Background: an optimization exercise with open tools, aiming at a short achievable clock period and few clock cycles. Do not read the settings as production practice. At most, simulation tests tie the RTL to the original design; equivalence was not proved. No functional check of the RTL was part of runs 1 and 2.

**flow/constraint.sdc**
```tcl
create_clock -name core_clock -period 52.0 [get_ports {CLK}]
set_input_delay 10.4000 -clock core_clock [delete_from_list [all_inputs] [get_ports {CLK}]]
set_output_delay 10.4000 -clock core_clock [all_outputs]
set_load 0.01 [all_outputs]
```
**flow/standard.sh**
```bash
#!/bin/bash
# synth_recipe.tcl (not shown) runs the flow's synth.tcl, then flattens the netlist and writes it again
# the make line also repeats each setting of config.mk as NAME=value (left out here)
make -C /OpenROAD-flow-scripts/flow DESIGN_CONFIG=/design/flow/config.mk WORK_HOME=/design/flow/orfs CLKGATE_MAP_FILE= SYNTH_SCRIPT=/design/flow/synth_recipe.tcl "${@:-finish}"
```
**flow/design.v**
```verilog
module tiny16 (
    input  CLK,
    input  RST,
    input  [7:0] IN,
    output [7:0] OUT,
    output OUT_EN,
    output USBPU,
    output HALTED,
    output [15:0] MEM_ADDR,
    output MEM_WE,
    output [15:0] MEM_WDATA,
    input  [15:0] MEM_RDATA
);
  assign USBPU = 1'b0;
  localparam DN = 2;             
  reg [15:0] maddr;              
  reg        mwe;
  reg [15:0] mwdata;
  reg [15:0] fpc;                
  reg        ovr_r, jp_r;        
  reg        fv;                 
  reg        arr_v;              
  localparam QD = 4;             
  reg [15:0] q [0:QD-1];         
  reg [2:0]  qc;                 
  reg [15:0] ir;                 
  reg        ir_v;
  reg [15:0] pce;                
  reg [1:0]  ph;                 
  reg [2:0]  dcnt;               
  reg [15:0] ldr;                
  reg        jl;                 
  reg        jpre;               
  reg [3:0]  flags;              
  reg        halt;
  reg [7:0]  out_r;
  reg        out_en;
  reg [7:0]  in_r;
  reg [15:0] gpr [2:15];
  reg [15:0] dq, dr, db;         
  reg [17:0] d3;                 
  assign MEM_ADDR  = maddr;
  assign MEM_WE    = mwe;
  assign MEM_WDATA = mwdata;
  assign OUT       = out_r;
  assign OUT_EN    = out_en;
  assign HALTED    = halt;
  wire [3:0] op = ir[15:12];
  wire [3:0] fn = ir[11:8];
  wire [3:0] rd = ir[7:4];
  wire [3:0] rs = ir[3:0];
  wire is_alu   = (op[3:2] == 2'b01);
  wire alu_imm  = fn[1];
  wire alu_mem  = !fn[1] && fn[0];
  wire [3:0] aop_i = {op[1:0], fn[3:2]};
  wire is_div   = is_alu && (aop_i == 4'd5 || aop_i == 4'd6);
  wire is_ldm   = (op == 4'd3 && fn == 4'd2);
  wire is_stm   = (op == 4'd3 && fn == 4'd3);
  wire is_push  = (op == 4'd10 && fn == 4'd0);
  wire is_pop   = (op == 4'd10 && fn == 4'd1);
  wire is_ld    = is_ldm || is_pop || (is_alu && alu_mem);
  wire is_st    = is_stm || is_push;
  wire is_in    = (op == 4'd0 && fn == 4'd1);
  wire is_out   = (op == 4'd0 && fn == 4'd2);
  wire is_hlt   = (op == 4'd0 && fn == 4'd15);
  wire is_lli   = (op == 4'd1);
  wire is_lui   = (op == 4'd2);
  wire is_mov0  = (op == 4'd3 && fn == 4'd0);
  wire is_mov1  = (op == 4'd3 && fn == 4'd1);
  wire is_jalr  = (op == 4'd8);
  wire is_br    = (op == 4'd9);
  wire [15:0] rpc = pce + 16'd1;            
  wire [15:0] rv [0:15];
  assign rv[0] = 16'h0000;
  assign rv[1] = rpc;
  genvar gi;
  generate for (gi = 2; gi < 16; gi = gi + 1) begin : rvg
    assign rv[gi] = gpr[gi];
  end endgenerate
  wire alu_step = !jl && is_alu && (alu_mem ? (ph == 2'd3) : (ph == 2'd0));
  wire [3:0] rb_sel = (is_alu && alu_mem && ph == 2'd3) ? 4'd15 : rs;
  wire [15:0] ra_v = rv[rd];
  wire [15:0] rb_v = rv[rb_sel];
  wire [15:0] sp   = gpr[2];
  wire [15:0] a_op = (is_alu && alu_imm && rd == 4'd15) ? {12'b0, rs} : ra_v;
  wire [15:0] b_op = (is_alu && alu_imm) ? {12'b0, rs} : rb_v;
  wire [3:0]  aop  = is_alu ? aop_i : 4'd1;
  reg [3:0] fq;
  reg [4:0] fr, ft;
  integer k;
  always @(*) begin
    fr = 5'd0;
    for (k = 0; k < 4; k = k + 1) begin
      ft = {fr[3:0], a_op[15 - k]};
      if ({11'b0, ft} >= b_op) begin
        fr = ft - b_op[4:0];
        fq[3 - k] = 1'b1;
      end else begin
        fr = ft;
        fq[3 - k] = 1'b0;
      end
    end
  end
  wire [17:0] d3_n = {2'b0, b_op} + {1'b0, b_op, 1'b0};
  reg [15:0] nq, nr;
  reg [17:0] t;
  reg [18:0] s1, s2, s3;
  always @(*) begin
    nq = dq;
    nr = dr;
    for (k = 0; k < 3; k = k + 1) begin
      t = {nr, nq[15:14]};
      nq = {nq[13:0], 2'b00};
      s1 = {1'b0, t} - {3'b0, db};
      s2 = {1'b0, t} - {2'b0, db, 1'b0};
      s3 = {1'b0, t} - {1'b0, d3};
      if (!s3[18]) begin nr = s3[15:0]; nq[1:0] = 2'd3; end
      else if (!s2[18]) begin nr = s2[15:0]; nq[1:0] = 2'd2; end
      else if (!s1[18]) begin nr = s1[15:0]; nq[1:0] = 2'd1; end
      else nr = t[15:0];
    end
  end
  wire [16:0] A = {1'b0, a_op};
  wire [16:0] B = {1'b0, b_op};
  reg  [16:0] res;
  always @(*) begin
    case (aop)
      4'd0:  res = A + B;
      4'd1:  res = A - B;
      4'd2:  res = A + B + {16'b0, flags[2]};
      4'd3:  res = A - B - ~{16'b0, flags[2]};
      4'd4:  res = A * B;
      4'd5:  res = {1'b0, nq};
      4'd6:  res = {1'b0, nr};
      4'd7:  res = 17'h0;
      4'd8:  res = A & B;
      4'd9:  res = A | B;
      4'd10: res = A ^ B;
      4'd11: res = ~B;
      4'd12, 4'd14: res = (b_op >= 16'd17) ? 17'h0 : (A << b_op[4:0]);
      default:      res = (b_op >= 16'd17) ? 17'h0 : (A >> b_op[4:0]);
    endcase
  end
  wire [3:0] nflags = {(a_op[15] == b_op[15]) && (res[15] != a_op[15]),
                       res[16], res[15], res[15:0] == 16'h0};
  wire [16:0] bres = {1'b0, ra_v} - {1'b0, rb_v};
  wire [3:0] bflags = {(ra_v[15] == rb_v[15]) && (bres[15] != ra_v[15]),
                       bres[16], bres[15], bres[15:0] == 16'h0};
  reg br_take;
  always @(*) begin
    case (fn)
      4'd0: br_take = bflags[0];
      4'd1: br_take = !bflags[0];
      4'd2: br_take = bflags[1];
      4'd3: br_take = !bflags[1];
      4'd4: br_take = bflags[2];
      4'd5: br_take = !bflags[2];
      4'd6: br_take = bflags[3];
      4'd7: br_take = !bflags[3];
      default: br_take = 1'b0;
    endcase
  end
  wire run = ir_v && !halt;
  wire div_fin = (dcnt == DN);
  wire alu_done = alu_step && (!is_div || div_fin);
  wire [15:0] sp_m1 = sp - 16'd1;
  wire [15:0] sp_p1 = sp + 16'd1;
  wire [15:0] st_addr = is_push ? sp_m1 : rb_v;
  wire [15:0] st_data = (is_push && rd == 4'd2) ? sp_m1 : ra_v;
  wire [15:0] ld_addr = is_pop ? sp : rb_v;
  wire [15:0] smc_d = st_addr - rpc;
  wire smc = (smc_d[15:3] == 13'd0);       
  wire ld_post = (is_alu && alu_mem) || (is_pop && rd == 4'd2);
  reg        done;
  reg        we_lo, we_hi;
  reg [3:0]  wa;
  reg [15:0] wd;
  reg        w15;                
  reg        fl_we;
  reg        redir_x;            
  reg [15:0] tx;
  reg        dacc, dwe;
  reg [15:0] dadr, ddat;
  reg        ld_arr;             
  reg        set_jl;             
  always @(*) begin
    done = 1'b0;
    we_lo = 1'b0; we_hi = 1'b0; wa = rd; wd = res[15:0];
    w15 = 1'b0; fl_we = 1'b0;
    redir_x = 1'b0; tx = rpc;
    dacc = 1'b0; dwe = 1'b0; dadr = ld_addr; ddat = st_data;
    ld_arr = 1'b0;
    set_jl = 1'b0;
    if (run && jl) begin
      done = 1'b1; redir_x = 1'b1; tx = ldr;
    end else if (run) begin
      if (is_ld) begin
        case (ph)
          2'd0: dacc = 1'b1;
          2'd1: if (is_pop) begin we_lo = 1'b1; we_hi = 1'b1; wa = 4'd2; wd = sp_p1; end
          2'd2: begin
            ld_arr = 1'b1;
            set_jl = (is_ldm || is_pop) && rd == 4'd1;
            done = !ld_post && !set_jl;
            if (!set_jl) begin
              we_lo = 1'b1; we_hi = 1'b1;
              wa = alu_mem && is_alu ? 4'd15 : rd;
            end
          end
          default: begin
            if (is_alu) begin
              done = alu_done && rd != 4'd1;
              set_jl = alu_done && rd == 4'd1;
              fl_we = alu_done;
              we_lo = done; we_hi = done;
            end else begin
              done = 1'b1; we_lo = 1'b1; we_hi = 1'b1; wa = 4'd2; wd = sp_p1;
            end
          end
        endcase
      end else if (is_st) begin
        if (ph == 2'd0) begin
          dacc = 1'b1; dwe = 1'b1; dadr = st_addr;
          done = !smc;
          if (is_push) begin we_lo = 1'b1; we_hi = 1'b1; wa = 4'd2; wd = sp_m1; end
        end else begin
          done = 1'b1; redir_x = 1'b1; tx = rpc;
        end
      end else if (is_alu) begin
        done = alu_done && rd != 4'd1;
        set_jl = alu_done && rd == 4'd1;
        fl_we = alu_done;
        we_lo = done; we_hi = done;
        w15 = alu_imm;
      end else begin
        done = 1'b1;
        if (is_in) begin
          we_lo = 1'b1; we_hi = 1'b1; wd = in_r[7] ? {9'b0, in_r[6:0]} : 16'h0;
        end else if (is_lli || is_lui) begin
          we_lo = is_lli; we_hi = is_lui; wa = fn; wd = {ir[7:0], ir[7:0]};
        end else if (is_mov0) begin
          we_lo = 1'b1; we_hi = 1'b1; wd = rb_v;
        end else if (is_mov1) begin
          we_lo = 1'b1; we_hi = 1'b1; wa = rs; wd = ra_v;
        end else if (is_jalr) begin
          we_lo = 1'b1; we_hi = 1'b1; wd = rpc;
          redir_x = 1'b1;
          tx = (rs == rd && rd != 4'd0) ? rpc : rb_v;
        end else if (is_br) begin
          fl_we = 1'b1;
          redir_x = br_take;
          tx = gpr[3];
        end
      end
    end
  end
  wire wr_pc = (we_lo || we_hi) && wa == 4'd1 && !redir_x;
  wire [15:0] tpc = {we_hi ? wd[15:8] : rpc[15:8], we_lo ? wd[7:0] : rpc[7:0]};
  wire redirect_pc = done && (redir_x || wr_pc);
  wire redirect = redirect_pc && !(is_jalr && jpre && !jl);
  wire [15:0] target = redir_x ? tx : tpc;
  wire take = done || !ir_v;
  reg [2:0] qc_n;                
  reg ir_v_n;
  reg ir_ld, ir_en;              
  reg [QD-1:0] q_ld, q_sh;       
  integer j;
  always @(*) begin
    ir_v_n = ir_v; qc_n = qc;
    ir_ld = 1'b0; ir_en = 1'b0;
    q_ld = {QD{1'b0}}; q_sh = {QD{1'b0}};
    if (redirect || halt) begin
      ir_v_n = 1'b0; qc_n = 3'd0;
    end else if (take) begin
      if (qc != 3'd0) begin
        ir_en = 1'b1; ir_v_n = 1'b1;
        qc_n = qc - 3'd1 + {2'b0, arr_v};
        for (j = 0; j < QD - 1; j = j + 1) begin
          q_sh[j] = (j + 1 < qc);
          q_ld[j] = (j + 1 == qc);
        end
        q_ld[QD-1] = (qc == QD);
      end else begin
        ir_ld = 1'b1; ir_v_n = arr_v;
      end
    end else begin
      qc_n = qc + {2'b0, arr_v};
      for (j = 0; j < QD; j = j + 1) q_ld[j] = (j == qc);
    end
  end
  wire nxt_ok = ir_v_n && (ir_ld || ir_en);
  wire port_free = !redirect && !dacc && !halt && !(run && is_hlt);
  wire [255:0] rvals;
  generate for (gi = 0; gi < 16; gi = gi + 1) begin : rvb
    assign rvals[16 * gi +: 16] = rv[gi];
  end endgenerate
  wire [2:0] qn = qc_n + {2'b0, fv};
  wire can_issue = (qn <= QD - 1);
  wire [15:0] fpc_x = jp_r ? maddr : ovr_r ? fpc - 16'd1 : fpc;
  reg [15:0] maddr_e, fpc_e;
  reg fv_e, mwe_e;
  reg [1:0] ph_e;
  always @(*) begin
    maddr_e = maddr; fpc_e = fpc_x; fv_e = 1'b0; mwe_e = 1'b0;
    if (halt || (run && is_hlt)) begin
      fv_e = 1'b0;
    end else if (redirect) begin
      maddr_e = target; fpc_e = target; fv_e = 1'b1;
    end else if (dacc) begin
      maddr_e = dadr; mwe_e = dwe;
    end else if (can_issue) begin
      maddr_e = fpc_x + 16'd1; fpc_e = fpc_x + 16'd1; fv_e = 1'b1;
    end
    ph_e = ph;
    if (run) begin
      if (done) ph_e = 2'd0;
      else if (!(alu_step && is_div)) ph_e = ph + 2'd1;
    end
  end
  wire arr_e = fv && !redirect && !halt;
  wire [15:0] maddr_d, wdf, ldr_d, ir_d;
  wire pre, jp;
  wire [16*QD-1:0] q_all, q_d;
  generate for (gi = 0; gi < QD; gi = gi + 1) begin : qb
    assign q_all[16 * gi +: 16] = q[gi];
  end endgenerate
  wire fv_d, arr_d, jpre_d;
  wire [2:0] qc_d;
  wire [1:0] ph_d;
  tiny16_late late (
    .rdata(MEM_RDATA), .ir_ld(ir_ld), .ir_en(ir_en), .ir(ir), .q(q_all),
    .q_ld(q_ld), .q_sh(q_sh), .nxt_ok(nxt_ok), .port_free(port_free),
    .hwe(we_lo || we_hi), .hwa(wa), .w15(w15), .rvals(rvals),
    .maddr_e(maddr_e), .fv_e(fv_e), .arr_e(arr_e), .qc_e(qc_n),
    .ph_e(ph_e), .jpre(jpre), .ld_arr(ld_arr), .wd(wd), .set_jl(set_jl),
    .res(res[15:0]), .ldr(ldr),
    .maddr_d(maddr_d), .fv_d(fv_d), .pre(pre), .jp(jp), .arr_d(arr_d), .qc_d(qc_d),
    .ph_d(ph_d), .jpre_d(jpre_d), .wdf(wdf), .ldr_d(ldr_d), .ir_d(ir_d), .q_d(q_d)
  );
  integer i;
  always @(posedge CLK or posedge RST) begin
    if (RST) begin
      maddr <= 16'h0000; mwe <= 1'b0; fpc <= 16'h0000; fv <= 1'b1; ovr_r <= 1'b0; jp_r <= 1'b0;
      arr_v <= 1'b0; qc <= 3'd0; ir_v <= 1'b0;
      pce <= 16'h0000; ph <= 2'd0; dcnt <= 3'd0; jl <= 1'b0; jpre <= 1'b0;
      flags <= 4'h0; halt <= 1'b0; out_r <= 8'h55; out_en <= 1'b0;
      for (i = 2; i < 16; i = i + 1) gpr[i] <= (i == 2) ? 16'h0100 : 16'h0000;
    end else begin
      mwe <= mwe_e;
      arr_v <= arr_d;
      maddr <= maddr_d; fpc <= fpc_e; fv <= fv_d;
      ovr_r <= pre && fv_e; jp_r <= jp;
      ir_v <= ir_v_n; qc <= qc_d;
      jpre <= jpre_d;
      ph <= ph_d;
      if (run) begin
        jl <= set_jl;
        if (done) pce <= redirect_pc ? target : pce + 16'd1;
        if (alu_step && is_div) dcnt <= div_fin ? 3'd0 : dcnt + 3'd1;
        if (fl_we) flags <= is_br ? bflags : nflags;
        if (is_hlt && !jl) halt <= 1'b1;
        if (w15) gpr[15] <= {12'b0, rs};
        for (i = 2; i < 16; i = i + 1) begin
          if (wa == i && we_lo) gpr[i][7:0] <= wdf[7:0];
          if (wa == i && we_hi) gpr[i][15:8] <= wdf[15:8];
        end
      end
      out_en <= run && is_out;
      if (run && is_out) out_r <= ra_v[7:0];
    end
  end
  always @(posedge CLK) begin
    ir <= ir_d;
    for (i = 0; i < QD; i = i + 1) q[i] <= q_d[16 * i +: 16];
    in_r <= IN;
    if (dacc && dwe) mwdata <= ddat;
    ldr <= ldr_d;
    if (alu_step && is_div) begin
      if (dcnt == 3'd0) begin
        dq <= {a_op[11:0], fq}; dr <= {12'h0, fr[3:0]}; db <= b_op; d3 <= d3_n;
      end else begin
        dq <= nq; dr <= nr;
      end
    end
  end
endmodule
module tiny16_late (
  input  [15:0] rdata,
  input         ir_ld, ir_en,
  input  [15:0] ir,
  input  [63:0] q,
  input  [3:0]  q_ld, q_sh,
  input         nxt_ok, port_free,
  input         hwe, w15,
  input  [3:0]  hwa,
  input  [255:0] rvals,
  input  [15:0] maddr_e,
  input         fv_e, arr_e,
  input  [2:0]  qc_e,
  input  [1:0]  ph_e,
  input         jpre,
  input         ld_arr,
  input  [15:0] wd,
  input         set_jl,
  input  [15:0] res, ldr,
  output [15:0] maddr_d,
  output        pre, jp,
  output        fv_d, arr_d,
  output [2:0]  qc_d,
  output [1:0]  ph_d,
  output        jpre_d,
  output [15:0] wdf, ldr_d, ir_d,
  output [63:0] q_d
);
  localparam QD = 4;             
  function [2:0] dec;            
    input [15:0] w;
    begin
      dec[2] = (w[15:8] == 8'h32) || ((w[15:14] == 2'b01) && (w[9:8] == 2'b01));
      dec[1] = (w[15:8] == 8'hA1);
      dec[0] = (w[15:12] == 4'h8) && (w[3:0] != w[7:4] || w[7:4] == 4'd0);
    end
  endfunction
  wire [2:0] d_r = dec(rdata);
  wire [2:0] d_q = dec(q[15:0]);
  function haz;
    input [3:0] x;
    haz = (hwe && hwa == x) || (w15 && x == 4'd15) || x == 4'd1;
  endfunction
  wire h_r = haz(rdata[3:0]);
  wire h_q = haz(q[3:0]);
  wire h_2 = haz(4'd2);
  wire ok = nxt_ok && port_free;
  wire pre_r = d_r[1] ? !h_2 : (d_r[2] && !h_r);
  wire pre_q = d_q[1] ? !h_2 : (d_q[2] && !h_q);
  assign pre = ok && (ir_ld ? pre_r : pre_q);
  assign jp = ok && (ir_ld ? (d_r[0] && !h_r) : (d_q[0] && !h_q));
  wire [15:0] r_r = rvals[16 * rdata[3:0] +: 16];
  wire [15:0] r_q = rvals[16 * q[3:0] +: 16];
  wire [15:0] r_s = ir_ld ? r_r : r_q;
  wire n_pop = ir_ld ? d_r[1] : d_q[1];
  wire [15:0] paddr = n_pop ? rvals[47:32] : r_s;
  assign maddr_d = pre ? paddr : jp ? r_s : maddr_e;
  assign fv_d = pre ? 1'b0 : jp ? 1'b1 : fv_e;
  assign arr_d = arr_e && !jp;
  assign qc_d = jp ? 3'd0 : qc_e;
  assign ph_d = pre ? 2'd1 : ph_e;
  assign jpre_d = nxt_ok ? jp : jpre;
  assign wdf = ld_arr ? rdata : wd;
  assign ldr_d = ld_arr ? rdata : set_jl ? res : ldr;
  assign ir_d = ir_ld ? rdata : ir_en ? q[15:0] : ir;
  genvar g;
  generate for (g = 0; g < QD; g = g + 1) begin : qg
    if (g + 1 < QD) begin : mid
      assign q_d[16 * g +: 16] = q_ld[g] ? rdata : q_sh[g] ? q[16 * (g + 1) +: 16] : q[16 * g +: 16];
    end else begin : last
      assign q_d[16 * g +: 16] = q_ld[g] ? rdata : q[16 * g +: 16];
    end
  end endgenerate
endmodule
```
**flow/config.mk**
```make
export PLATFORM = sky130hd
export DESIGN_NAME = tiny16
export DESIGN_NICKNAME = tiny16
export VERILOG_FILES = /design/flow/design.v
export SDC_FILE = /design/flow/constraint.sdc
export NUM_CORES = 4
export LEC_CHECK = 0
export CAP_MARGIN = 20
export CORE_MARGIN = 2
export CORE_UTILIZATION = 40
export SLEW_MARGIN = 20
```
**flow/flow/run.sh**
```bash
#!/bin/bash
# The standard layout (the standard.sh, unchanged), with three ORFS
# settings passed through the environment:
#  - port buffers use a stronger buffer than the default choice;
#  - the purely combinational module tiny16_late (the logic after MEM_RDATA)
#    is mapped by ABC on its own, so that it stays shallow; synth_recipe.tcl
#    flattens it afterwards. It holds no registers.
export SETUP_SLACK_MARGIN=40.5
export BUFFER_PORTS_ARGS="-buffer_cell sky130_fd_sc_hd__buf_4"
export SYNTH_KEEP_MODULES=tiny16_late
bash standard.sh > standard.log 2>&1
```
==> metrics.cfg, run 1 <==
[run_status]
outcome=no timing/DRC/antenna violations

[floorplanning]
boundaryPins=70
rows=134
die_height_um=371
start_util=0.404
dieArea_um2=138000
coreArea_um2=134000
dieWidth_um=371

[worst_hold_path]
min_path_cells=1
hold_class=flop to flop
worstHoldStart=q[3][6]$_DFF_P_
worstHoldEndpoint=q[3][6]$_DFF_P_

[timing]
finClkSkew_ns=0.0689
fin_hold_ws_ns=0.481
worst_pin_slew_ns=1.17
tns_ns=0
finalMaxSlewViolations=0
fmax_mhz=83.8
setup_slack_ns=40.07
rsz0062_at_grt=yes
setup_viol=0
final-hold-violation-count=0
min_period_ns=11.93
fin_crit_sh=0.229
relSlewSlack=0.198

[route]
drc_errors=0
via_per_inst=6.83
num_vias=58118
routedWlPerCell_um=36.0
first_pass_iters=9
first_iter_violations=8504
ant_nets=0
drt_wl_total_um=306000

[synth]
syn-cell-area_um2=54000
synth_common_cells=667 x nand2_1, 494 x nor2_1, 465 x o21ai_0, 443 x a21oi_1, 412 x inv_1
synth_edf_count=81
synth_largest_area_cell=dfrtp_1
syn_inst=6557
netlist.area_leader.share=0.136
syn_area_per_cell_um2=8.23
ys_warn_count=4
synthDistinctLibCells=130
synth_most_common_cell=nand2_1
async_reset_ff_frac=0.618
ys_seq_area_frac=0.222
ys_top_cells_by_area=dfrtp_1 14%, ha_1 8.1%, mux2_2 5.5%, nand2_1 4.6%, edfxtp_1 4.5%
ys_ff_latch=484
synth_flop_cell=dfrtp_1

[global_routing]
grt_pass1_wl_um=423000
antenna_found_initial=31
track_usage=0.433
grt_pass1_vias=54323
gr-total-overflow=0
grt_max_degree=77

[setup_path]
r2r-start=ir[5]$_DFF_P_
max_stage_delay_ns=0.62
endpoint_kind=output pin
r2r_end=maddr[11]$_DFF_PP0_
crit_start=maddr[3]$_DFF_PP0_
ff2ff_setup_slack_ns=40.48
critPathSlowestCell=dfrtp_4
worst_r2r_path_depth=37
crit_type=flop to output pin
worstPathArrival_ns=1.53
cp_max_fo=3
crit_family=flip-flops
crit_required_ns=41.60
crit_path_start_kind=flop
crit_buf_inv=1
worstPathCellList=buf_6
cp_num_cells=1

[clock_network]
cts_tree=yes
clk_pin_slew_ns=0.06
clock_latency_ns=0.75
htree_num_levels=2
cts.sinks=484
ctsLongestPathBuffers=3
cts_root_buf=clkbuf_16
hold_buffers=0
cts_buffers=60

[place]
dp_worst_setup_slack_ns=38.48
io_buffer_count=68
dpl.hpwl_um=230000
place_inst=8283
finalWeightedCongestion=1.13

[layout]
drive_above_1_share=0.171
syn_to_final_growth_pct=14.0
layout.cells.non_filler=8511
fin_nets=7155

[job]
cap_violations=0

[cell usage in the layout, fill, tap and decap left out, types with 31 or more instances in the layout]
| cell | netlist | routed |
|---|---|---|
| nand3_1 | 156 | 155 |
| mux2_2 | 263 | 263 |
| and3_1 | 51 | 50 |
| inv_1 | 412 | 400 |
| o211ai_1 | 72 | 72 |
| nor2_1 | 494 | 473 |
| and2_1 | 48 | 47 |
| mux2i_1 | 221 | 219 |
| buf_4 | 14 | 329 |
| a22oi_1 | 56 | 56 |
| o221ai_1 | 38 | 34 |
| fa_1 | 110 | 110 |
| clkbuf_16 | 0 | 68 |
| mux4_2 | 57 | 68 |
| nand2b_1 | 76 | 74 |
| a21o_1 | 95 | 94 |
| a21oi_1 | 443 | 426 |
| o21a_1 | 57 | 56 |
| xnor2_1 | 193 | 190 |
| a221oi_1 | 65 | 61 |
| nand4_1 | 47 | 47 |
| a22o_1 | 31 | 31 |
| o22ai_1 | 83 | 81 |
| xor2_1 | 105 | 102 |
| a31oi_1 | 50 | 47 |
| dfrtp_1 | 293 | 276 |
| edfxtp_1 | 81 | 81 |
| ha_1 | 350 | 348 |
| o21bai_1 | 39 | 39 |
| nand2_1 | 667 | 659 |
| dfxtp_1 | 104 | 96 |
| buf_6 | 13 | 58 |
| nor2b_1 | 71 | 62 |
| nor3_1 | 130 | 114 |
| or3_1 | 48 | 47 |
| a211oi_1 | 82 | 77 |
| o21ai_0 | 465 | 442 |
[through the flow]
stage                      util  cell area, µm²
after floorplan               -           54100
after global placement    0.428           57200
after detailed placement  0.428           57200
after CTS                 0.453           60600
after global routing      0.460           61400
final                     0.460           61500
[repair_timing]
action | in CTS | in global routing
cloned | 6 | 6
pin swaps | 11 | 27
setup buffers | 49 | 31
resized for setup | 189 | 110
setup endpoints to repair | 437 | 363
[registers in the layout, indices dropped and copies added, names as in the netlist, 2 cells and up]
register / flops
d3: 18
q: 64
in_r: 8
pce: 16
ir: 16
mwdata: 16
gpr: 224
maddr: 16
qc: 3
ph: 2
fpc: 16
db: 15
out_r: 8
dq: 16
dcnt: 3
ldr: 16
dr: 16
[per-module statistics from Yosys, one instance, submodules excluded]
| module | times used | cells |
|---|---|---|
| tiny16 | 1 | 5910 |
| tiny16_late | 1 | 647 |
[metal layers]
layer | track usage | vias to the layer above | wire length [µm]
met3 | 0.150 | 1263 | 37600
met5 | 0.00559 | - | 284
li1 | - | 24297 | -
met4 | 0.333 | 24 | 30200
met1 | 0.522 | 28413 | 113000
met2 | 0.628 | 4121 | 125000
[layout make-up]
class / count / area, µm²
Antenna cell: 22 / 55.1
Clock buffer: 89 / 1770
Clock inverter: 25 / 352
Fill cell: 13272 / 72100
Inverter: 428 / 1670
Multi-Input combinational cell: 5273 / 39500
Sequential cell: 484 / 12100
Tap cell: 1768 / 2210
Timing Repair Buffer: 420 / 3830
Timing Repair inverter: 2 / 16.3
[kinds of logic after synthesis]
family	Yosys count	share of synthesized area
AOI/OAI and AO/OA	1955	0.242
xor gates and xnor gates	300	0.0492
buffers and inverters	816	0.0617
muxes	556	0.126
DFF	484	0.222
adders and majority gates	460	0.122
and+or+nand+nor	1985	0.176
other	1	0.0000695
[worst max-delay path by stage]
stage,to,slack [ns]
2_1_floorplan,arr_v$_DFF_PP0_,37.63
3_3_place_gp,maddr[15]$_DFF_PP0_,38.53
3_5_place_dp,maddr[0]$_DFF_PP0_,38.48
4_1_cts,MEM_ADDR[3],40.12
5_1_grt,MEM_ADDR[3],40.08
6_report,MEM_ADDR[3],40.07
==> run 2, diff against run 1 <==
--- a/flow/design.v
+++ b/flow/design.v
@@ -41,2 +41,6 @@
   reg [17:0] d3;                 
+  reg        dv_busy;
+  reg [3:0]  dv_dst;
+  reg        dv_mod, dv_a15, dv_b15;
+  reg        dv_fsup;            
   assign MEM_ADDR  = maddr;
@@ -132,4 +136,3 @@
       4'd4:  res = A * B;
-      4'd5:  res = {1'b0, nq};
-      4'd6:  res = {1'b0, nr};
+      4'd5, 4'd6: res = 17'h0;     
       4'd7:  res = 17'h0;
@@ -162,5 +165,11 @@
   end
-  wire run = ir_v && !halt;
-  wire div_fin = (dcnt == DN);
-  wire alu_done = alu_step && (!is_div || div_fin);
+  wire dstall = dv_busy && ((alu_step && is_div) || ph == 2'd0 && !jl && (is_div || is_hlt || (is_alu && (aop_i == 4'd2 || aop_i == 4'd3)) ||
+                            dv_dst == rd || dv_dst == rs || dv_dst == fn ||
+                            dv_dst == 4'd2 || dv_dst == 4'd3 || dv_dst == 4'd15));
+  wire run = ir_v && !halt && !dstall;
+  wire alu_done = alu_step && !is_div;
+  wire dv_start = run && alu_step && is_div;
+  wire dv_fin = dv_busy && dcnt == DN;
+  wire [15:0] dres = dv_mod ? nr : nq;
+  wire [3:0] dflags = {(dv_a15 == dv_b15) && (dres[15] != dv_a15), 1'b0, dres[15], dres == 16'h0};
   wire [15:0] sp_m1 = sp - 16'd1;
@@ -211,6 +220,6 @@
             if (is_alu) begin
-              done = alu_done && rd != 4'd1;
+              done = (alu_done || (alu_step && is_div)) && rd != 4'd1;
               set_jl = alu_done && rd == 4'd1;
               fl_we = alu_done;
-              we_lo = done; we_hi = done;
+              we_lo = alu_done && done; we_hi = alu_done && done;
             end else begin
@@ -229,6 +238,6 @@
       end else if (is_alu) begin
-        done = alu_done && rd != 4'd1;
+        done = (alu_done || (alu_step && is_div)) && rd != 4'd1;
         set_jl = alu_done && rd == 4'd1;
         fl_we = alu_done;
-        we_lo = done; we_hi = done;
+        we_lo = alu_done && done; we_hi = alu_done && done;
         w15 = alu_imm;
@@ -332,6 +341,6 @@
     .q_ld(q_ld), .q_sh(q_sh), .nxt_ok(nxt_ok), .port_free(port_free),
-    .hwe(we_lo || we_hi), .hwa(wa), .w15(w15), .rvals(rvals),
+    .hwe(we_lo || we_hi), .hwa(wa), .w15(w15), .dvb(dv_busy || dv_start), .dvd(dv_dst), .rvals(rvals),
     .maddr_e(maddr_e), .fv_e(fv_e), .arr_e(arr_e), .qc_e(qc_n),
-    .ph_e(ph_e), .jpre(jpre), .ld_arr(ld_arr), .wd(wd), .set_jl(set_jl),
-    .res(res[15:0]), .ldr(ldr),
+    .ph_e(ph_e), .jpre(jpre), .ld_arr(ld_arr), .wd(wd), .set_jl(set_jl || (dv_fin && dv_dst == 4'd1)),
+    .res(set_jl ? res[15:0] : dres), .ldr(ldr),
     .maddr_d(maddr_d), .fv_d(fv_d), .pre(pre), .jp(jp), .arr_d(arr_d), .qc_d(qc_d),
@@ -345,2 +354,3 @@
       pce <= 16'h0000; ph <= 2'd0; dcnt <= 3'd0; jl <= 1'b0; jpre <= 1'b0;
+      dv_busy <= 1'b0;
       flags <= 4'h0; halt <= 1'b0; out_r <= 8'h55; out_en <= 1'b0;
@@ -355,2 +365,13 @@
       ph <= ph_d;
+      if (dv_start) begin
+        dv_busy <= 1'b1; dcnt <= 3'd1; dv_dst <= rd; dv_mod <= (aop_i == 4'd6);
+        dv_a15 <= a_op[15]; dv_b15 <= b_op[15]; dv_fsup <= 1'b0;
+      end else if (dv_busy) begin
+        dcnt <= dcnt + 3'd1;
+        if (dv_fin) dv_busy <= 1'b0;
+        if (run && fl_we) dv_fsup <= 1'b1;
+      end
+      if (dv_fin && !dv_fsup) flags <= dflags;
+      if (dv_fin && dv_dst > 4'd1) gpr[dv_dst] <= dres;
+      if (dv_fin && dv_dst == 4'd1) jl <= 1'b1;
       if (run) begin
@@ -358,3 +379,2 @@
         if (done) pce <= redirect_pc ? target : pce + 16'd1;
-        if (alu_step && is_div) dcnt <= div_fin ? 3'd0 : dcnt + 3'd1;
         if (fl_we) flags <= is_br ? bflags : nflags;
@@ -377,8 +397,6 @@
     ldr <= ldr_d;
-    if (alu_step && is_div) begin
-      if (dcnt == 3'd0) begin
-        dq <= {a_op[11:0], fq}; dr <= {12'h0, fr[3:0]}; db <= b_op; d3 <= d3_n;
-      end else begin
-        dq <= nq; dr <= nr;
-      end
+    if (dv_start) begin
+      dq <= {a_op[11:0], fq}; dr <= {12'h0, fr[3:0]}; db <= b_op; d3 <= d3_n;
+    end else if (dv_busy) begin
+      dq <= nq; dr <= nr;
     end
@@ -393,4 +411,4 @@
   input         nxt_ok, port_free,
-  input         hwe, w15,
-  input  [3:0]  hwa,
+  input         hwe, w15, dvb,
+  input  [3:0]  hwa, dvd,
   input  [255:0] rvals,
@@ -427,3 +445,3 @@
     input [3:0] x;
-    haz = (hwe && hwa == x) || (w15 && x == 4'd15) || x == 4'd1;
+    haz = (hwe && hwa == x) || (w15 && x == 4'd15) || x == 4'd1 || (dvb && dvd == x);
   endfunction
@@ -432,3 +450,3 @@
   wire h_2 = haz(4'd2);
-  wire ok = nxt_ok && port_free;
+  wire ok = nxt_ok && port_free && !dvb;
   wire pre_r = d_r[1] ? !h_2 : (d_r[2] && !h_r);
==> run 2 against run 1 <==
Die area increased by 7.0%. Hold slack gained 0.00067 ns. Still clean. Synthesized cell count increased by 14%. Highest routed layer unchanged. Final area up 5.4%.
==> metrics.cfg, run 2 <==
[synth]
synthDistinctLibCells=128
syn_area_per_cell_um2=7.72
synth_top_family_by_area=compound AO/OA/AOI/OAI gates
ys_warn_count=4
synth_xor_area_frac=0.0456
syn-cell-area_um2=57800
synth_edf_count=75
async_reset_ff_frac=0.611
netlist.area_leader.share=0.127
synth-simple-area-share=0.213
ys_top_cells_by_area=dfrtp_1 13%, ha_1 7.5%, o21ai_0 6.1%, nand2_1 5.5%, mux2i_1 4.5%
synth_common_cells=847 x nand2_1, 708 x o21ai_0, 621 x nor2_1, 515 x a21oi_1, 391 x inv_1
synth_flop_cell=dfrtp_1
ys_ff_latch=491
synth_most_common_cell=nand2_1
synth_largest_area_cell=dfrtp_1
syn_inst=7478
synth_compound_area_frac=0.269
synth-adder-area-share=0.114
ys_seq_area_frac=0.209
muxShareOfSynthArea=0.0858

[global_routing]
track_usage=0.447
grt_pass1_wl_um=472000
met1_usage=0.595
busiest_layer=met2
gr-total-overflow=0
use_met2=0.611
use_met3=0.171
antenna_found_initial=19
grt_max_degree=74
grt_pass1_vias=60521

[setup_path]
crit_required_ns=41.60
cp_max_fo=2
crit_family=flip-flops
crit_path_start_kind=flop
endpoint_kind=output pin
crit_type=flop to output pin
crit_buf_inv=1
worstPathArrival_ns=1.54
max_stage_delay_ns=0.58
worstPathCellList=buf_6
critPathSlowestCell=dfrtp_2

[place]
dp_worst_setup_slack_ns=38.67
dpl.hpwl_um=254000
dpl_cell_area_um2=61200
finalWeightedCongestion=1.10
io_buffer_count=68

[timing]
setup_slack_ns=40.06
final-hold-violation-count=0
fmax_mhz=83.8
rsz0062_at_grt=yes
finalMaxSlewViolations=0
worst_pin_slew_ns=1.34
min_period_ns=11.94
tns_ns=0
finClkSkew_ns=0.0845
setup_viol=0
relSlewSlack=0.108
fin_crit_sh=0.230

[layout]
final_common_cell=nand2_1
drive_above_1_share=0.125
fin_area_um2=64800
final_cell_mix=836 x nand2_1, 674 x o21ai_0, 599 x nor2_1
fin_nets=7971
largest_reg_flops=224
reg_top3=gpr (224), q (64), d3 (18)
top_register=gpr
syn_to_final_growth_pct=12.2

[run_status]
outcome=no timing/DRC/antenna violations

[route]
first_iter_violations=9844
drc_errors=0
routedWlPerCell_um=36.1
drt_wl_total_um=342000
first_pass_iters=7
via_per_inst=6.94
ant_nets=0
num_vias=65604

[clock_network]
cts_buffers=61
hold_buffers=0
clk_pin_slew_ns=0.08
htree_num_levels=2
ctsLongestPathBuffers=3
cts_tree=yes
cts_root_buf=clkbuf_16
cts.sinks=491
clock_latency_ns=0.78

[job]
cap_violations=0

[worst_hold_path]
hold_class=flop to flop

[floorplanning]
rows=139
dieWidth_um=384
dieArea_um2=147000
start_util=0.403
boundaryPins=70
die_height_um=384
coreArea_um2=143000

==> run 2: cell count changes in the layout (fill, tap and decap cells not counted), sizes merged, moves of 32 or more <==
cell    previous run  this run
nor2             495       623
nand3b            28        65
nor3             133       184
mux2             264        63
a211oi            86       174
mux2i            223       260
nand2            669       848
and3              51       102
o31ai             32        87
o21ai            496       728
o22ai             87        55
a21oi            446       516
==> run 2: what timing repair did <==
item	in CTS	in global routing
pin swaps	7	8
endpoints found under the setup margin	464	379
cloned	6	3
buffers inserted	36	22
gates resized for setup	121	78
==> run 2: logic make-up (layout without fill, tap and decap cells) <==
group	Yosys count	in the layout
buffers and inverters	898	939
flip-flops	491	491
XOR/XNOR	300	300
AO/OA/AOI/OAI	2390	2391
adder cells (fa/ha/maj)	459	459
other	1	28
AND/OR/NAND/NOR	2544	2544
multiplexers	395	395
==> run 2: per-stage QoR <==
stage               instances  utilization  hold slack (ns)
floorplan                7494            -            0.458
global placement         9258        0.426            0.463
detailed placement       9259        0.426            0.471
CTS                      9413        0.447            0.485
global route             9439        0.452            0.490
finish                   9450        0.452            0.482
==> run 2: path summary, 6_finish.rpt <==
check / startpoint / end / slack, ns / depth (start not counted)
min reg2reg: q[3][11]$_DFF_P_ / q[3][11]$_DFF_P_ / 0.48 / 1
min: q[3][11]$_DFF_P_ / q[3][11]$_DFF_P_ / 0.48 / 1
max: maddr[6]$_DFF_PP0_ / MEM_ADDR[6] / 40.06 / 1
max in group asynchronous: RST / halt$_DFFE_PP0P_ / 40.70 / 4
max reg2reg: ir[3]$_DFF_P_ / maddr[15]$_DFF_PP0_ / 40.22 / 31
min in group asynchronous: RST / gpr[4][3]$_DFF_PP0_ / 9.92 / 3
==> run 2: area by class of cell <==
class / count / area (µm²)
repair buffers: 418 / 3780
fillers: 14526 / 78700
diodes: 11 / 27.5
multi-input cells: 6106 / 42800
flip-flops and latches: 491 / 12100
well taps: 1903 / 2380
inverters: 409 / 1550
clock buffers: 79 / 1710
clock inverters: 33 / 400
==> run 2: Yosys stat by module (local to each module, per instance) <==
module       cell area, µm²  flops+latches
tiny16_late            5230              0
tiny16                52500            491
==> run 2: layer usage <==
| layer | wire length [µm] | part of all wire |
|---|---|---|
| met5 | 163 | 0.00048 |
| met1 | 136000 | 0.40 |
| met4 | 24900 | 0.073 |
| met3 | 48200 | 0.14 |
| met2 | 132000 | 0.39 |
==> run 2: worst register-to-register path: cells and delay by family (launching register included) <==
kind / cells / cell delay (ns)
adders and majority gates: 7 / 3.45
buffers and inverters: 7 / 1.73
AOI/OAI and AO/OA: 9 / 3.31
DFF: 1 / 0.68
and+or+nand+nor: 6 / 2.11
muxes: 2 / 0.41
==> run 3, diff against run 2 <==
--- a/flow/design.v
+++ b/flow/design.v
@@ -20,2 +20,3 @@
   reg        ovr_r, jp_r;        
+  reg [15:0] jtgt;               
   reg        fv;                 
@@ -27,3 +28,3 @@
   reg        ir_v;
-  reg [15:0] pce;                
+  reg [15:0] rpc;                
   reg [1:0]  ph;                 
@@ -35,3 +36,3 @@
   reg        halt;
-  reg [7:0]  out_r;
+  reg [7:0]  out_x;              
   reg        out_en;
@@ -48,3 +49,3 @@
   assign MEM_WDATA = mwdata;
-  assign OUT       = out_r;
+  assign OUT       = out_x ^ 8'h55;
   assign OUT_EN    = out_en;
@@ -75,3 +76,2 @@
   wire is_br    = (op == 4'd9);
-  wire [15:0] rpc = pce + 16'd1;            
   wire [15:0] rv [0:15];
@@ -166,4 +166,7 @@
   wire dstall = dv_busy && ((alu_step && is_div) || ph == 2'd0 && !jl && (is_div || is_hlt || (is_alu && (aop_i == 4'd2 || aop_i == 4'd3)) ||
-                            dv_dst == rd || dv_dst == rs || dv_dst == fn ||
-                            dv_dst == 4'd2 || dv_dst == 4'd3 || dv_dst == 4'd15));
+                            dv_dst == rd || dv_dst == rs ||
+                            (dv_dst == fn && (is_lli || is_lui)) ||
+                            (dv_dst == 4'd2 && (is_push || is_pop)) ||
+                            (dv_dst == 4'd3 && is_br) ||
+                            (dv_dst == 4'd15 && is_alu && (alu_imm || alu_mem))));
   wire run = ir_v && !halt && !dstall;
@@ -307,3 +310,3 @@
   wire can_issue = (qn <= QD - 1);
-  wire [15:0] fpc_x = jp_r ? maddr : ovr_r ? fpc - 16'd1 : fpc;
+  wire [15:0] fpc_x = jp_r ? jtgt : ovr_r ? fpc - 16'd1 : fpc;
   reg [15:0] maddr_e, fpc_e;
@@ -312,3 +315,3 @@
   always @(*) begin
-    maddr_e = maddr; fpc_e = fpc_x; fv_e = 1'b0; mwe_e = 1'b0;
+    maddr_e = fpc_x + 16'd1; fpc_e = fpc_x; fv_e = 1'b0; mwe_e = 1'b0;
     if (halt || (run && is_hlt)) begin
@@ -331,2 +334,3 @@
   wire pre, jp;
+  wire [15:0] jt;
   wire [16*QD-1:0] q_all, q_d;
@@ -345,3 +349,3 @@
     .res(set_jl ? res[15:0] : dres), .ldr(ldr),
-    .maddr_d(maddr_d), .fv_d(fv_d), .pre(pre), .jp(jp), .arr_d(arr_d), .qc_d(qc_d),
+    .maddr_d(maddr_d), .fv_d(fv_d), .pre(pre), .jp(jp), .jt(jt), .arr_d(arr_d), .qc_d(qc_d),
     .ph_d(ph_d), .jpre_d(jpre_d), .wdf(wdf), .ldr_d(ldr_d), .ir_d(ir_d), .q_d(q_d)
@@ -353,5 +357,5 @@
       arr_v <= 1'b0; qc <= 3'd0; ir_v <= 1'b0;
-      pce <= 16'h0000; ph <= 2'd0; dcnt <= 3'd0; jl <= 1'b0; jpre <= 1'b0;
+      rpc <= 16'h0001; ph <= 2'd0; dcnt <= 3'd0; jl <= 1'b0; jpre <= 1'b0;
       dv_busy <= 1'b0;
-      flags <= 4'h0; halt <= 1'b0; out_r <= 8'h55; out_en <= 1'b0;
+      flags <= 4'h0; halt <= 1'b0; out_x <= 8'h00; out_en <= 1'b0;
       for (i = 2; i < 16; i = i + 1) gpr[i] <= (i == 2) ? 16'h0100 : 16'h0000;
@@ -378,3 +382,3 @@
         jl <= set_jl;
-        if (done) pce <= redirect_pc ? target : pce + 16'd1;
+        if (done) rpc <= (redirect_pc ? target : rpc) + 16'd1;
         if (fl_we) flags <= is_br ? bflags : nflags;
@@ -388,3 +392,3 @@
       out_en <= run && is_out;
-      if (run && is_out) out_r <= ra_v[7:0];
+      if (run && is_out) out_x <= ra_v[7:0] ^ 8'h55;
     end
@@ -395,3 +399,4 @@
     in_r <= IN;
-    if (dacc && dwe) mwdata <= ddat;
+    mwdata <= ddat;                
+    jtgt <= jt;
     ldr <= ldr_d;
@@ -425,2 +430,3 @@
   output        pre, jp,
+  output [15:0] jt,
   output        fv_d, arr_d,
@@ -461,2 +467,3 @@
   assign maddr_d = pre ? paddr : jp ? r_s : maddr_e;
+  assign jt = r_s;
   assign fv_d = pre ? 1'b0 : jp ? 1'b1 : fv_e;
==> flow/flow/run.sh (replaced) <==
#!/bin/bash
# The standard layout (the standard.sh, unchanged), with two ORFS settings
# passed through the environment:
#  - port buffers use a stronger buffer than the default choice.
export SETUP_SLACK_MARGIN=41
export BUFFER_PORTS_ARGS="-buffer_cell sky130_fd_sc_hd__buf_4"
bash standard.sh > standard.log 2>&1
==> run 3 against run 2 <==
Sequential share of layout area is 0.57 points higher. Global-route usage is 5.6 points higher. Synthesized cell count is 0.21% higher. Register-to-register slack better by 0.57 ns. Synthesized area is 1.5% higher. Worst setup slack worse by 0.11 ns. Highest routed layer unchanged. Fmax is 0.95% lower. Critical path type is now input port to flop. Critical path depth is 8 higher. Critical endpoint is now maddr[6]$_DFF_PP0_. Still clean.
==> metrics.cfg, run 3 <==
[floorplanning]
dieArea_um2=150000
die_height_um=387
rows=140
dieWidth_um=387
start_util=0.403
boundaryPins=70
coreArea_um2=146000

[route]
drc_errors=0
drt_wl_total_um=393000
ant_nets=0
first_iter_violations=11396
routedWlPerCell_um=40.9
via_per_inst=7.18
first_pass_iters=9
num_vias=68986

[setup_path]
cp_max_fo=6
crit_start=MEM_RDATA[10]
r2r_end=maddr[12]$_DFF_PP0_
crit_required_ns=52.62
crit_type=input port to flop
critPathCapture=maddr[6]$_DFF_PP0_
endpoint_kind=flop
worstPathArrival_ns=12.67
crit_path_start_kind=input port
ff2ff_setup_slack_ns=40.79
r2r-start=ir[6]$_DFFE_PN_
worst_r2r_path_depth=35

[job]
cap_violations=0

[global_routing]
antenna_found_initial=48
grt_pass1_vias=61958
grt_max_degree=84
gr-total-overflow=0
grt_pass1_wl_um=526000
track_usage=0.503

[clock_network]
clock_latency_ns=0.73
htree_num_levels=3
ctsLongestPathBuffers=3
clk_pin_slew_ns=0.06
hold_buffers=0
cts_buffers=68
cts.sinks=507
cts_tree=yes
cts_root_buf=clkbuf_16

[synth]
synth_largest_area_cell=dfrtp_1
ys_ff_latch=507
syn_inst=7494
synth-simple-area-share=0.207
syn_area_per_cell_um2=7.82
synth_common_cells=842 x nand2_1, 717 x nor2_1, 551 x a21oi_1, 518 x o21ai_0, 367 x inv_1
muxShareOfSynthArea=0.0741
async_reset_ff_frac=0.592
ys_seq_area_frac=0.225
synth-adder-area-share=0.113
syn-cell-area_um2=58600
synth_most_common_cell=nand2_1
ys_top_cells_by_area=dfrtp_1 13%, edfxtp_1 7.9%, ha_1 7.5%, nand2_1 5.4%, a21oi_1 4.7%
netlist.area_leader.share=0.127
synth_top_family_by_area=compound AO/OA/AOI/OAI gates
synth_compound_area_frac=0.271
synth_flop_cell=dfrtp_1
synthDistinctLibCells=136
synth_xor_area_frac=0.0461
ys_warn_count=4
synth_edf_count=155

[layout]
largest_reg_flops=224
drive_above_1_share=0.162
reg_top3=gpr (224), q (64), d3 (17)
final_common_cell=nand2_1
syn_to_final_growth_pct=17.0
top_register=gpr
final_cell_mix=819 x nand2_1, 675 x nor2_1, 529 x a21oi_1
fin_nets=8089

[place]
io_buffer_count=68
finalWeightedCongestion=1.09
dpl.hpwl_um=291000

[timing]
finalMaxSlewViolations=0
fmax_mhz=83.0
finClkSkew_ns=0.0569
rsz0062_at_grt=yes
worst_pin_slew_ns=1.39
setup_viol=0
final-hold-violation-count=0
min_period_ns=12.05
tns_ns=0
fin_hold_ws_ns=0.535
relSlewSlack=0.0686
fin_crit_sh=0.232

[worst_hold_path]
min_path_cells=2
hold_class=flop to flop

[run_status]
outcome=no timing/DRC/antenna violations

-- run 3: cell count changes in the layout (fill, tap and decap cells not counted), moves of 35 or more --
cell,previous run,this run
o21ai_0,674,472
a22oi_1,43,157
edfxtp_1,75,155
nor2_1,599,675
a211oi_1,162,88
buf_4,326,397
dfxtp_1,106,36
mux4_2,72,19
mux2_2,59,107
buf_12,12,47
inv_1,387,352
o31ai_1,75,40
-- run 3: final cells by class --
class	instances	area (µm²)
well taps	1917	2400
diodes	33	82.6
flip-flops and latches	507	13200
clock buffers	85	1800
repair buffers	545	5520
fillers	14276	77000
inverters	389	1530
multi-input cells	6089	43600
clock inverters	39	473
-- run 3: metrics by stage --
| step | instance area [µm²] | worst slack, ns | std cells | util |
|---|---|---|---|---|
| 2_1_floorplan | 59300 | 37.62 | 7494 | - |
| 3_3_place_gp | 62500 | 38.50 | 9291 | 0.429 |
| 3_5_place_dp | 62500 | 38.43 | 9291 | 0.429 |
| 4_1_cts | 67100 | 40.02 | 9503 | 0.461 |
| 5_1_grt | 68500 | 39.83 | 9572 | 0.471 |
| 6_report | 68600 | 39.95 | 9604 | 0.471 |
-- run 3: worst min-delay path by stage --
stage                     slack (ns)              endpoint                  from
after floorplan                 0.43   dv_dst[1]$_DFFE_PP_       ir[5]$_DFFE_PN_
after global placement          0.47  out_x[1]$_DFFE_PP0P_  out_x[1]$_DFFE_PP0P_
after detailed placement        0.48  out_x[6]$_DFFE_PP0P_  out_x[6]$_DFFE_PP0P_
after CTS                       0.52  out_x[2]$_DFFE_PP0P_  out_x[2]$_DFFE_PP0P_
after global routing            0.55   dcnt[1]$_DFFE_PP0N_   dcnt[1]$_DFFE_PP0N_
final                           0.54   dcnt[1]$_DFFE_PP0N_   dcnt[1]$_DFFE_PP0N_
-- run 3: what timing repair did --
item	CTS	global route
hold endpoints to repair	0	0
resized for setup	283	156
setup endpoints to repair	607	457
cloned	16	3
setup buffers	72	64
pin swaps	44	62
-- run 3: logic make-up (layout without fill, tap and decap cells) --
family,after synthesis,in the layout
AO/OA/AOI/OAI,2381,2382
adder cells (fa/ha/maj),463,463
flip-flops,507,507
AND/OR/NAND/NOR,2545,2545
multiplexers,392,392
XOR/XNOR,306,306
buffers and inverters,899,1058
other,1,34
-- run 3: routing by layer --
layer | part of all wire | up-vias | GRT usage
met2 | 0.36 | 6239 | 0.636
met5 | 0.0015 | - | 0
met3 | 0.17 | 1312 | 0.272
li1 | - | 27805 | -
met4 | 0.066 | 56 | 0.272
met1 | 0.40 | 33574 | 0.669
-- run 3: worst max-delay path: stages --
cell	delay (ns)
buf_12	0.11
nor3b_4	0.21
nor4bb_4	0.27
buf_4	0.15
nand2_1	0.45
a31oi_4	0.55
nor2_4	0.11
a22o_1	0.25
nor3_1	0.16
Testbench counts of run 3, summed over its fixed seeds: cycles 37,472.
==> run 4, diff against run 3 <==
--- a/flow/design.v
+++ b/flow/design.v
@@ -447,4 +447,2 @@
   endfunction
-  wire [2:0] d_r = dec(rdata);
-  wire [2:0] d_q = dec(q[15:0]);
   function haz;
@@ -453,15 +451,10 @@
   endfunction
-  wire h_r = haz(rdata[3:0]);
+  wire [2:0] d_q = dec(q[15:0]);
   wire h_q = haz(q[3:0]);
   wire h_2 = haz(4'd2);
-  wire ok = nxt_ok && port_free && !dvb;
-  wire pre_r = d_r[1] ? !h_2 : (d_r[2] && !h_r);
-  wire pre_q = d_q[1] ? !h_2 : (d_q[2] && !h_q);
-  assign pre = ok && (ir_ld ? pre_r : pre_q);
-  assign jp = ok && (ir_ld ? (d_r[0] && !h_r) : (d_q[0] && !h_q));
-  wire [15:0] r_r = rvals[16 * rdata[3:0] +: 16];
-  wire [15:0] r_q = rvals[16 * q[3:0] +: 16];
-  wire [15:0] r_s = ir_ld ? r_r : r_q;
-  wire n_pop = ir_ld ? d_r[1] : d_q[1];
-  wire [15:0] paddr = n_pop ? rvals[47:32] : r_s;
+  wire ok = nxt_ok && port_free && !dvb && !ir_ld;
+  assign pre = ok && (d_q[1] ? !h_2 : (d_q[2] && !h_q));
+  assign jp = ok && d_q[0] && !h_q;
+  wire [15:0] r_s = rvals[16 * q[3:0] +: 16];
+  wire [15:0] paddr = d_q[1] ? rvals[47:32] : r_s;
   assign maddr_d = pre ? paddr : jp ? r_s : maddr_e;
==> run 4 against run 3 <==
Sequential share of layout area is 1.4 points higher. Via count is 8.2% lower. Die area is 3.3% lower. Worst setup slack better by 0.34 ns. Critical endpoint is now OUT[7].
==> metrics.cfg, run 4 <==
[synth]
ys_top_cells_by_area=dfrtp_1 13%, edfxtp_1 8.2%, ha_1 7.8%, a21oi_1 5.0%, nor2_1 4.5%
synthDistinctLibCells=133
async_reset_ff_frac=0.592
syn_area_per_cell_um2=7.99
synth_common_cells=686 x nor2_1, 663 x nand2_1, 566 x a21oi_1, 423 x o21ai_0, 373 x inv_1
synth_largest_area_cell=dfrtp_1
synth_flop_cell=dfrtp_1
synth_edf_count=155
syn_inst=7088
ys_seq_area_frac=0.233
ys_ff_latch=507
netlist.area_leader.share=0.131
ys_warn_count=4
syn-cell-area_um2=56700
synth_most_common_cell=nor2_1

[clock_network]
cts_root_buf=clkbuf_16
cts_tree=yes
clk_pin_slew_ns=0.07
hold_buffers=0
ctsLongestPathBuffers=3
clock_latency_ns=0.71
cts.sinks=507
cts_buffers=67
htree_num_levels=3

[layout]
fillers=14059
fin_area_um2=64100
largest_reg_flops=224
drive_above_1_share=0.144
final_common_cell=nor2_1
layout.cells.non_filler=9058
top_register=gpr
final_cell_mix=665 x nor2_1, 658 x nand2_1, 543 x a21oi_1
reg_top3=gpr (224), q (64), d3 (17)
fin_nets=7589
syn_to_final_growth_pct=13.1

[timing]
relSlewSlack=0.0690
fin_crit_sh=0.225
finClkSkew_ns=0.0516
setup_viol=0
final-hold-violation-count=0
min_period_ns=11.71
tns_ns=0
rsz0062_at_grt=yes
fmax_mhz=85.4
finalMaxSlewViolations=0
worst_pin_slew_ns=1.40

[setup_path]
cp_max_fo=2
max_stage_delay_ns=0.48
crit_family=flip-flops
cp_num_cells=1
crit_buf_inv=1
crit_path_start_kind=flop
worstPathCellList=buf_6
worst_r2r_path_depth=32
worstPathArrival_ns=1.31
endpoint_kind=output pin
crit_required_ns=41.60
critPathSlowestCell=dfrtp_2
crit_type=flop to output pin

[floorplanning]
dieArea_um2=145000
coreArea_um2=141000
start_util=0.402
boundaryPins=70
dieWidth_um=380
rows=138
die_height_um=380

[global_routing]
grt_pass1_wl_um=469000
grt_max_degree=97
gr-total-overflow=0
track_usage=0.458
grt_pass1_vias=58349
antenna_found_initial=20

[place]
place_inst=8864
dpl.hpwl_um=261000
dpl_cell_area_um2=60300
finalWeightedCongestion=1.11
io_buffer_count=68

[worst_hold_path]
hold_class=flop to flop
min_path_cells=2

[route]
routedWlPerCell_um=37.9
drc_errors=0
ant_nets=0
drt_wl_total_um=343000
first_iter_violations=9768
num_vias=63332
first_pass_iters=9
via_per_inst=6.99

[run_status]
outcome=no timing/DRC/antenna violations

[job]
cap_violations=0

==> run 4: cell count changes after synthesis, sizes merged, moves of 28 or more <==
cell   previous run  this run
mux2i           247       127
mux4             19        53
nor2            720       689
nor3            194       164
nand3           158       210
a31oi            76       104
nand2           845       667
o21ai           546       459
==> run 4: timing repair <==
item                                    CTS  global route
pin swaps                                11             8
cloned                                    2             2
gates resized for setup                 139            62
endpoints found under the setup margin  555           500
buffers inserted                         22            27
==> run 4: worst paths after layout <==
check	start	to	slack, ns
max	out_x[7]$_DFFE_PP0P_	OUT[7]	40.29
min	fv$_DFF_PP1_	arr_v$_DFF_PP0_	0.50
max reg2reg	ir[7]$_DFFE_PN_	maddr[14]$_DFF_PP0_	41.03
min reg2reg	fv$_DFF_PP1_	arr_v$_DFF_PP0_	0.50
max in group asynchronous	RST	gpr[8][14]$_DFF_PP0_	41.08
min in group asynchronous	RST	flags[2]$_DFF_PP0_	9.80
==> run 4: final cells by class <==
type	instances	area (µm²)	share of cell area
diodes	13	32.5	0.000508
clock buffers	82	1780	0.0277
clock inverters	42	574	0.00896
inverters	393	1510	0.0236
multi-input cells	5715	41000	0.639
flip-flops and latches	507	13200	0.207
well taps	1890	2360	0.0369
repair buffers	416	3630	0.0566
==> run 4: kinds of logic after synthesis <==
group | Yosys count | share of synthesized area
DFF | 507 | 0.233
other | 1 | 0.0000662
buffers and inverters | 867 | 0.0627
adders and majority gates | 463 | 0.117
AOI/OAI and AO/OA | 2296 | 0.272
muxes | 300 | 0.0675
xor gates and xnor gates | 305 | 0.0471
and+or+nand+nor | 2349 | 0.200
==> run 4: stage by stage <==
step / utilization / setup slack (ns) / hold slack, ns
5_1_grt: 0.454 / 40.29 / 0.505
6_report: 0.454 / 40.29 / 0.501
3_5_place_dp: 0.428 / 39.04 / 0.475
4_1_cts: 0.450 / 40.26 / 0.498
3_3_place_gp: 0.427 / 39.08 / 0.472
2_1_floorplan: - / 37.62 / 0.462
==> run 4: per-layer routing <==
metal  routed length (µm)  vias to the layer above  part of all wire  track usage
met4                22400                       26             0.065        0.246
li1                     -                    26323                 -            -
met3                51600                     1039              0.15        0.199
met1               140000                    31110              0.41        0.624
met2               129000                     4834              0.38        0.597
met5                  172                        -           0.00050      0.00397
Testbench counts of run 4, summed over its fixed seeds: cycles 38,035.
==> run 5, diff against run 4 <==
--- a/flow/design.v
+++ b/flow/design.v
@@ -33,2 +33,4 @@
   reg        jl;                 
+  reg        lp;                 
+  reg [3:0]  lp_dst;
   reg        jpre;               
@@ -171,3 +173,10 @@
                             (dv_dst == 4'd15 && is_alu && (alu_imm || alu_mem))));
-  wire run = ir_v && !halt && !dstall;
+  wire lstall = lp && ph == 2'd0 && !jl && (lp_dst == rd || lp_dst == rs ||
+                            (lp_dst == fn && (is_lli || is_lui)) ||
+                            (lp_dst == 4'd2 && (is_push || is_pop)) ||
+                            (lp_dst == 4'd3 && is_br) ||
+                            (lp_dst == 4'd15 && is_alu && (alu_imm || alu_mem)));
+  wire ld_simple = (is_ldm && rd != 4'd1) || (is_pop && rd != 4'd1 && rd != 4'd2);
+  wire run = ir_v && !halt && !dstall && !lstall;
+  wire lp_set = run && is_ld && ph == 2'd1 && ld_simple;
   wire alu_done = alu_step && !is_div;
@@ -211,3 +220,6 @@
           2'd0: dacc = 1'b1;
-          2'd1: if (is_pop) begin we_lo = 1'b1; we_hi = 1'b1; wa = 4'd2; wd = sp_p1; end
+          2'd1: begin
+            done = ld_simple;
+            if (is_pop) begin we_lo = 1'b1; we_hi = 1'b1; wa = 4'd2; wd = sp_p1; end
+          end
           2'd2: begin
@@ -345,3 +357,4 @@
     .q_ld(q_ld), .q_sh(q_sh), .nxt_ok(nxt_ok), .port_free(port_free),
-    .hwe(we_lo || we_hi), .hwa(wa), .w15(w15), .dvb(dv_busy || dv_start), .dvd(dv_dst), .rvals(rvals),
+    .hwe(we_lo || we_hi), .hwa(wa), .w15(w15), .dvb(dv_busy || dv_start), .dvd(dv_dst),
+    .lpb(lp), .lpd(lp_dst), .lsb(lp_set), .lsd(rd), .rvals(rvals),
     .maddr_e(maddr_e), .fv_e(fv_e), .arr_e(arr_e), .qc_e(qc_n),
@@ -357,3 +370,3 @@
       arr_v <= 1'b0; qc <= 3'd0; ir_v <= 1'b0;
-      rpc <= 16'h0001; ph <= 2'd0; dcnt <= 3'd0; jl <= 1'b0; jpre <= 1'b0;
+      rpc <= 16'h0001; ph <= 2'd0; dcnt <= 3'd0; jl <= 1'b0; jpre <= 1'b0; lp <= 1'b0;
       dv_busy <= 1'b0;
@@ -380,2 +393,4 @@
       if (dv_fin && dv_dst == 4'd1) jl <= 1'b1;
+      lp <= lp_set;
+      if (lp && lp_dst > 4'd1) gpr[lp_dst] <= MEM_RDATA;
       if (run) begin
@@ -402,2 +417,3 @@
     ldr <= ldr_d;
+    lp_dst <= rd;
     if (dv_start) begin
@@ -418,2 +434,4 @@
   input  [3:0]  hwa, dvd,
+  input         lpb, lsb,
+  input  [3:0]  lpd, lsd,
   input  [255:0] rvals,
@@ -449,3 +467,4 @@
     input [3:0] x;
-    haz = (hwe && hwa == x) || (w15 && x == 4'd15) || x == 4'd1 || (dvb && dvd == x);
+    haz = (hwe && hwa == x) || (w15 && x == 4'd15) || x == 4'd1 || (dvb && dvd == x) ||
+          (lpb && lpd == x) || (lsb && lsd == x);
   endfunction
==> run 5 against run 4 <==
Utilization shrank 0.080 points. Register-to-register slack worse by 0.06 ns. Fmax about the same. Routed wire length rose by 7.8%. Synthesized cell count increased by 8.0%. Worst setup slack improved by 0.010 ns. Critical path depth unchanged. Critical path type unchanged. Largest cell class unchanged.
==> metrics.cfg, run 5 <==
[setup_path]
ff2ff_setup_slack_ns=40.97
endpoint_kind=output pin
crit_path_start_kind=flop
crit_buf_inv=1
critPathCapture=MEM_ADDR[11]
crit_required_ns=41.60
max_stage_delay_ns=0.45
crit_family=flip-flops
cp_num_cells=1
worst_r2r_path_depth=38
worstPathArrival_ns=1.30

[floorplanning]
rows=142
die_height_um=391
dieArea_um2=153000
dieWidth_um=391
boundaryPins=70
start_util=0.402

[place]
place_inst=9498
dpl.hpwl_um=279000
finalWeightedCongestion=1.15

[synth]
ys_top_cells_by_area=dfrtp_1 12%, edfxtp_1 7.8%, ha_1 7.3%, nand2_1 4.9%, a21oi_1 4.6%
ys_warn_count=4
synth-simple-area-share=0.211
synth-adder-area-share=0.110
synth_largest_area_cell=dfrtp_1
muxShareOfSynthArea=0.0746
syn_inst=7657
synth_xor_area_frac=0.0457
synth_top_family_by_area=compound AO/OA/AOI/OAI gates
syn_area_per_cell_um2=7.84
async_reset_ff_frac=0.588
synth_compound_area_frac=0.274
synth_most_common_cell=nand2_1
ys_ff_latch=512

[layout]
fin_nets=8102
fillers=14910
layout.cells.non_filler=9702
largest_reg_flops=224
syn_to_final_growth_pct=12.9

[clock_network]
cts.sinks=512
ctsLongestPathBuffers=3
clk_pin_slew_ns=0.06
htree_num_levels=3
cts_root_buf=clkbuf_16
clock_latency_ns=0.75

[timing]
relSlewSlack=0.119
finClkSkew_ns=0.0693
final-hold-violation-count=0
worst_pin_slew_ns=1.32
min_period_ns=11.70
rsz0062_at_grt=yes
finalMaxSlewViolations=0

[route]
routedWlPerCell_um=38.2
first_pass_iters=8
drt_wl_total_um=370000
drc_errors=0
first_iter_violations=10679
num_vias=68772

[global_routing]
grt_pass1_vias=63320
grt_max_degree=94
grt_pass1_wl_um=508000

[worst_hold_path]
hold_class=flop to flop

[run_status]
outcome=no timing/DRC/antenna violations

[job]
cap_violations=0

[run 5: cell types whose count changed after synthesis, sizes merged, moves of 38 or more]
cell / previous run / this run
nand2: 667 / 791
o21ai: 459 / 537
mux2i: 127 / 180
a22oi: 141 / 90
clkbuf: 311 / 354
nand3: 210 / 248
[run 5: stage by stage]
| stage | setup WS [ns] | hold WS [ns] | util | instance area, µm² |
|---|---|---|---|---|
| after global routing | 40.29 | 0.557 | 0.453 | 67700 |
| final | 40.30 | 0.540 | 0.453 | 67800 |
| after detailed placement | 38.94 | 0.498 | 0.428 | 64000 |
| after floorplan | 37.60 | 0.360 | - | 61300 |
| after CTS | 40.29 | 0.535 | 0.448 | 67000 |
| after global placement | 38.94 | 0.496 | 0.428 | 63900 |
[run 5: timing repair]
action	4_1_cts	5_1_grt
setup endpoints to repair	589	317
gates cloned	1	1
pin swaps	1	3
setup buffers	30	26
hold buffers	0	0
gates resized for setup	118	76
[run 5: cell type report]
cell class                      count  area [µm²]  area share
Multi-Input combinational cell   6237       44400       0.656
Sequential cell                   512       13300       0.197
Timing Repair Buffer              412        3610      0.0533
Tap cell                         2016        2520      0.0372
Clock buffer                       82        1830      0.0271
Inverter                          384        1480      0.0218
Clock inverter                     37         493     0.00728
Antenna cell                       21        52.6    0.000776
Timing Repair inverter              1        5.00   0.0000739
[run 5: logic make-up after synthesis]
family,Yosys count
xor gates and xnor gates,313
DFF,512
other,1
adders and majority gates,462
muxes,363
buffers and inverters,909
AOI/OAI and AO/OA,2467
and+or+nand+nor,2630
[run 5: how the worst min path moves through the flow]
stage | from | to | depth (start not counted)
final | q[2][2]$_DFFE_PP_ | q[1][2]$_DFFE_PP_ | 1
after global placement | out_x[3]$_DFFE_PP0P_ | out_x[3]$_DFFE_PP0P_ | 1
after CTS | q[2][2]$_DFFE_PP_ | q[1][2]$_DFFE_PP_ | 1
after detailed placement | out_x[3]$_DFFE_PP0P_ | out_x[3]$_DFFE_PP0P_ | 1
after floorplan | ir[7]$_DFFE_PN_ | lp_dst[3]$_DFF_P_ | 0
after global routing | fv$_DFF_PP1_ | arr_v$_DFF_PP0_ | 1
[run 5: layer usage]
layer	vias up	track usage	part of all wire
met5	-	0.00478	0.00077
met1	33131	0.559	0.36
met2	5669	0.675	0.41
met3	1623	0.158	0.13
li1	28329	-	-
met4	20	0.413	0.11
Testbench counts of run 5, summed over its fixed seeds: cycles 37,599.

## port drivers added, routing unchanged
Ports are ideal in the flow. The routed layouts listed here were re-timed in OpenROAD.
Step 1 sets driving cells, clkbuf_16 on the clock port and buf_2 on the other inputs (assumed; they add their load-dependent delay and slew).
Step 2 adds t to the input delays and takes it off the output delays; t is the mean of the earliest and latest rising clock arrival at the registers after step 1. Input paths then give back, and output paths get back, about the clock's delay inside the block.
Three values: no drivers, after step 1, after step 2; two values: the first two.
run | shift t [ns] | setup WS [ns] | hold WS [ns] | latest minus earliest clock arrival (ns)
run 1 | 0.788 | 40.067 / 39.989 / 39.540 | 0.481 / 0.481 / 0.481 | 0.069 / 0.069
run 2 | 0.829 | 40.061 / 39.975 / 39.607 | 0.482 / 0.482 / 0.482 | 0.085 / 0.086
run 3 | 0.795 | 39.947 / 39.986 / 39.190 | 0.535 / 0.535 / 0.535 | 0.057 / 0.057
run 4 | 0.770 | 40.286 / 40.200 / 40.313 | 0.501 / 0.501 / 0.501 | 0.052 / 0.052
run 5 | 0.803 | 40.296 / 40.205 / 40.306 | 0.540 / 0.540 / 0.540 | 0.069 / 0.069
After both steps setup and hold are still met in every run listed. For run 3, which loses most, drivers alone change the setup slack by +0.039 ns; drivers and shift together by -0.757 ns. The worst setup slack also covers recovery checks on asynchronous resets.
